This is an optimization exercise on Yosys and OpenROAD, whose aim is small area, not a production implementation. The RTL was checked by simulation tests, not by an equivalence proof against the original design. Power is estimated from default activity; no workload was simulated.

==> inputs of job 4853 <==
Design PG, start of the top module:
module PG(
    input wire clk, rst,
    input wire [31:0] Q0_A, Q1_A, Q2_A, Q3_A,
    input wire [31:0] Q0_B, Q1_B, Q2_B, Q3_B,
    input wire [1:0] Arand_A, Arand_B,
    input wire Asel_A, Asel_B,
    input wire learning,
    output wire [1:0] Amax_A, Amax_B,
    output wire [1:0] Amin_A, Amin_B,
    output wire [1:0] A_A, A_B
    );
    wire [1:0] amax_A, amin_A, amax_B, amin_B;
    argminmax4 amm0(.q0(Q0_A), .q1(Q1_A), .q2(Q2_A), .q3(Q3_A), .amax(amax_A), .amin(amin_A));
    argminmax4 amm1(.q0(Q0_B), .q1(Q1_B), .q2(Q2_B), .q3(Q3_B), .amax(amax_B), .amin(amin_B));
    reg [1:0] Amax_reg_A, Amin_reg_A, Agreed_A, Arand_reg_A;
    reg [1:0] Amax_reg_B, Amin_reg_B, Agreed_B, Arand_reg_B;
    reg Asel_reg_A, Asel_reg_B;
    always @(posedge clk) begin
        if (rst) begin
            Amax_reg_A <= 2'd0;
            Amin_reg_A <= 2'd0;
            Agreed_A   <= 2'd0;
            Amax_reg_B <= 2'd0;
            Amin_reg_B <= 2'd0;
            Agreed_B   <= 2'd0;
        end else begin
            Amax_reg_A <= amax_A;
            Amin_reg_A <= amin_A;
            Agreed_A   <= Amax_reg_A;
            Amax_reg_B <= amax_B;
            Amin_reg_B <= amin_B;
            Agreed_B   <= Amax_reg_B;
        end
        Asel_reg_A  <= Asel_A;
        Asel_reg_B  <= Asel_B;
  ...
==> module argminmax4, before the edit <==
module argminmax4(
    input wire signed [31:0] q0, q1, q2, q3,
    output wire [1:0] amax, amin
    );
    wire l01 = q0 < q1, l02 = q0 < q2, l03 = q0 < q3;
    wire l12 = q1 < q2, l13 = q1 < q3, l23 = q2 < q3;
    wire g01 = q0 > q1, g02 = q0 > q2, g03 = q0 > q3;
    wire g12 = q1 > q2, g13 = q1 > q3, g23 = q2 > q3;
    wire mx1 =  l01 & ~l12 & ~l13;
    wire mx2 =  l02 &  l12 & ~l23;
    wire mx3 =  l03 &  l13 &  l23;
    assign amax = {mx2 | mx3, mx1 | mx3};
    wire mn1 =  g01 & ~g12 & ~g13;
    wire mn2 =  g02 &  g12 & ~g23;
    wire mn3 =  g03 &  g13 &  g23;
    assign amin = {mn2 | mn3, mn1 | mn3};
endmodule
clock: 9.0 ns
lec_check: 0
cap_margin: 20
core_margin: 2
core_utilization: 40
slew_margin: 20
run.sh (not shown) runs the stock make flow with config.mk's settings and CLKGATE_MAP_FILE= SYNTH_SCRIPT=/design/flow/synth_recipe.tcl, a recipe that flattens the netlist after the stock synthesis.
==> job 982 (differences from job 4853) <==
--- a/flow/design.v
+++ b/flow/design.v
@@ -1,12 +1,50 @@
 `timescale 1ns / 1ps
+module cmp3_32(
+    input wire [31:0] a, b,
+    output wire lt, gt
+    );
+    wire [31:0] x = {~a[31], a[30:0]};
+    wire [31:0] y = {~b[31], b[30:0]};
+    wire [31:0] l0 = ~x & y;
+    wire [31:0] e0 = ~(x ^ y);
+    wire [15:0] l1, e1;
+    wire [7:0]  l2, e2;
+    wire [3:0]  l3, e3;
+    wire [1:0]  l4, e4;
+    genvar k;
+    generate
+        for (k = 0; k < 16; k = k + 1) begin : s1
+            assign l1[k] = l0[2*k+1] | (e0[2*k+1] & l0[2*k]);
+            assign e1[k] = e0[2*k+1] & e0[2*k];
+        end
+        for (k = 0; k < 8; k = k + 1) begin : s2
+            assign l2[k] = l1[2*k+1] | (e1[2*k+1] & l1[2*k]);
+            assign e2[k] = e1[2*k+1] & e1[2*k];
+        end
+        for (k = 0; k < 4; k = k + 1) begin : s3
+            assign l3[k] = l2[2*k+1] | (e2[2*k+1] & l2[2*k]);
+            assign e3[k] = e2[2*k+1] & e2[2*k];
+        end
+        for (k = 0; k < 2; k = k + 1) begin : s4
+            assign l4[k] = l3[2*k+1] | (e3[2*k+1] & l3[2*k]);
+            assign e4[k] = e3[2*k+1] & e3[2*k];
+        end
+    endgenerate
+    assign lt = l4[1] | (e4[1] & l4[0]);
+    assign gt = ~lt & ~(e4[1] & e4[0]);
+endmodule
 module argminmax4(
-    input wire signed [31:0] q0, q1, q2, q3,
+    input wire [31:0] q0, q1, q2, q3,
     output wire [1:0] amax, amin
     );
-    wire l01 = q0 < q1, l02 = q0 < q2, l03 = q0 < q3;
-    wire l12 = q1 < q2, l13 = q1 < q3, l23 = q2 < q3;
-    wire g01 = q0 > q1, g02 = q0 > q2, g03 = q0 > q3;
-    wire g12 = q1 > q2, g13 = q1 > q3, g23 = q2 > q3;
+    wire l01, l02, l03, l12, l13, l23;
+    wire g01, g02, g03, g12, g13, g23;
+    cmp3_32 c01(.a(q0), .b(q1), .lt(l01), .gt(g01));
+    cmp3_32 c02(.a(q0), .b(q2), .lt(l02), .gt(g02));
+    cmp3_32 c03(.a(q0), .b(q3), .lt(l03), .gt(g03));
+    cmp3_32 c12(.a(q1), .b(q2), .lt(l12), .gt(g12));
+    cmp3_32 c13(.a(q1), .b(q3), .lt(l13), .gt(g13));
+    cmp3_32 c23(.a(q2), .b(q3), .lt(l23), .gt(g23));
     wire mx1 =  l01 & ~l12 & ~l13;
     wire mx2 =  l02 &  l12 & ~l23;
     wire mx3 =  l03 &  l13 &  l23;
==> flow/flow/run.sh (new file) <==
#!/bin/bash
# Own layout flow. The standard synthesis runs first, unchanged. Then remap.tcl synthesizes the
# same RTL again with an area-oriented ABC script (the comparator module on its own, with deepsyn
# from four random seeds, each from the RTL as written and after a dc2 rewrite, four jobs at a time; the smallest result is kept), keeping the standard
# synthesis's register names and cells. Its netlist replaces the standard one and the standard
# layout runs on it, with sky130_fd_sc_hd__buf_1 as the port buffers.
set -euo pipefail
W=$(pwd)
R=$W/orfs/results/$FLOW_PLATFORM/PG/base
export LIB=$FLOW_HOME/platforms/$FLOW_PLATFORM/lib/sky130_fd_sc_hd__tt_025C_1v80.lib
export DEEPSYN_T=${DEEPSYN_T:-45}
export DONT_USE_CELLS=$(sed -n '/^export DONT_USE_CELLS/,/^[^ ]/p' $FLOW_HOME/platforms/$FLOW_PLATFORM/config.mk | grep -o 'sky130_fd_sc_hd__[a-z0-9_]*' | tr '\n' ' ')

bash standard.sh synth > std_synth.log 2>&1
cp $R/1_2_yosys.v std_1_2_yosys.v

# jobs 1-4 start deepsyn from the RTL's own structure, jobs 5-8 after a dc2 rewrite of it
SEEDS="1 2 3 4 5 6 7 8"
for round in "1 2 3 4" "5 6 7 8"; do
  pids=()
  for s in $round; do
    if (( s <= 4 )); then pre=strash; else pre=dc2; fi
    PRE_OPT=$pre DEEPSYN_S=$(( (s - 1) % 4 + 1 )) REMAP_OUT=remap_$s.v yosys -c flow/remap.tcl > remap_$s.log 2>&1 &
    pids+=($!)
  done
  for p in "${pids[@]}"; do wait $p; done
done
best=
best_area=
for s in $SEEDS; do
  a=$(grep "Chip area for module '\\\\PG'" remap_$s.log | tail -1 | awk '{print $NF}')
  echo "seed $s area $a" >> remap_choice.log
  if [[ -z "$best" ]] || awk -v a="$a" -v b="$best_area" 'BEGIN{exit !(a < b)}'; then
    best=$s; best_area=$a
  fi
done
echo "kept seed $best" >> remap_choice.log
cp remap_$best.v remap.v

# the registers must be the standard synthesis's: same names, same cells
grep -o 'sky130_fd_sc_hd__df[a-z0-9_]* [^ ]*' std_1_2_yosys.v | sort > regs_std.txt
grep -o 'sky130_fd_sc_hd__df[a-z0-9_]* [^ ]*' remap.v | sort > regs_remap.txt
if ! diff regs_std.txt regs_remap.txt > regs_diff.txt; then
  echo "register mismatch with the standard synthesis" >&2
  cat regs_diff.txt >&2
  exit 1
fi

cp remap.v $R/1_2_yosys.v
rm -f $R/1_synth.odb $R/1_synth.sdc
export BUFFER_PORTS_ARGS="-buffer_cell sky130_fd_sc_hd__buf_1"
bash standard.sh finish > layout.log 2>&1
==> flow/flow/remap.tcl (new file) <==
# Area-oriented synthesis of design.v: the same coarse synthesis as the standard flow, then the
# comparator module optimised on its own with ABC's deepsyn and mapped with amap.
set lib $::env(LIB)
set dont_use {}
foreach c $::env(DONT_USE_CELLS) { lappend dont_use -dont_use $c }
yosys read_liberty -lib $lib
yosys read_verilog -defer $::env(FLOW_DESIGN)
yosys hierarchy -check -top $::env(FLOW_TOP)
yosys setattr -mod -set keep_hierarchy 1 argminmax4
yosys synth -top $::env(FLOW_TOP) -flatten -nofsm -noshare
yosys rename -wire
yosys opt -purge
yosys dfflibmap -liberty $lib {*}$dont_use
yosys opt
yosys setundef -zero
yosys abc -script "+strash;$::env(PRE_OPT);&get -n;&deepsyn -T $::env(DEEPSYN_T) -S $::env(DEEPSYN_S);&put;amap;topo;stime -p" -liberty $lib {*}$dont_use argminmax4
yosys abc -script "+strash;dch;amap;topo;stime -p" -liberty $lib {*}$dont_use $::env(FLOW_TOP)
# left out here: clear keep_hierarchy, flatten
yosys splitnets
yosys opt_clean -purge
yosys hilomap -singleton -hicell sky130_fd_sc_hd__conb_1 HI -locell sky130_fd_sc_hd__conb_1 LO
yosys insbuf -buf sky130_fd_sc_hd__buf_4 A X
yosys stat -liberty $lib
yosys check -assert -mapped
yosys write_verilog -noattr -nohex -nodec $::env(REMAP_OUT)
==> flow/standard.sh (new file) <==
#!/bin/bash
# synth_recipe.tcl (not shown) runs the flow's synth.tcl, then flattens the netlist and writes it again
# the make line also repeats each setting of config.mk as NAME=value (left out here)
make -C /OpenROAD-flow-scripts/flow DESIGN_CONFIG=/design/flow/config.mk WORK_HOME=/design/flow/orfs CLKGATE_MAP_FILE= SYNTH_SCRIPT=/design/flow/synth_recipe.tcl "${@:-finish}"
- CTS_BUF_LIST: unset -> sky130_fd_sc_hd__clkbuf_4
removed: flow/run.sh
==> qor summary <==
Result of the run: job 4853 timing/DRC/antenna clean; job 982 timing/DRC/antenna clean
Number of instances in the synthesized netlist: job 4853 1,234; job 982 874
Placeable core region: job 4853 23,610 um^2; job 982 13,350 um^2
Syn_nets: job 4853 1,883; job 982 1,139
CP max stage delay: job 4853 480 ps; job 982 500 ps
Number of ordinary inverters in the final layout: job 4853 209; job 982 246
Number of global-route vias before repair: job 4853 10,112; job 982 8,259
Worst slack on hold paths: job 4853 461.3 ps; job 982 519.2 ps
Worst IR drop on VDD: job 4853 0.00005771 V; job 982 0.00003235 V
Count of placed standard cells in the final layout, fillers left out: job 4853 1,832; job 982 1,330
Worst-case setup margin in the final layout: job 4853 4033 ps; job 982 4510 ps
Worst path slowest cell: job 4853 sky130_fd_sc_hd__clkdlybuf4s50_1; job 982 sky130_fd_sc_hd__or4_1
Commonest non-fill, non-tap cell in the layout: job 4853 sky130_fd_sc_hd__ha_1; job 982 sky130_fd_sc_hd__buf_1
Number of well taps: job 4853 319; job 982 176
Pin count of the biggest net entering global routing: job 4853 16; job 982 13
Synthesized cell area: job 4853 9703 um^2; job 982 5493 um^2
Min cycle time layout: job 4853 4967 ps; job 982 4490 ps
Initial DRC Count: job 4853 520; job 982 1,411
Clock buffer cells: job 4853 4; job 982 3
Power dissipated by switching net loads: job 4853 0.3297 mW; job 982 0.2657 mW

afterwards: timing with drivers on the ports:
In the flow no input, the clock included, has a driving cell. The finished layouts below were timed again as built, in two steps.
Step 1 assumes that a clkbuf_16 drives the clock port and a buf_2 every other input.
Step 2 moves the port delays by t, midway between the first and last clock arrival at a register: inputs arrive t later, outputs are due t later. That takes back most of the time a late clock gives input paths.
a / b / c = ideal / step 1 / step 2; a / b = the first two.
run	t (ns)	slack for setup (ns)	worst hold slack (ns)	worst data-port slew with drivers (ns)
job 4853	0.289	4.033 / 4.005 / 4.005	0.461 / 0.461 / 0.461	0.10
job 982	0.302	4.510 / 4.506 / 4.204	0.519 / 0.519 / 0.519	0.06
After both steps setup and hold are still met in every run listed. For job 982, which loses most, drivers alone change the setup slack by -0.004 ns; drivers and shift together by -0.306 ns.
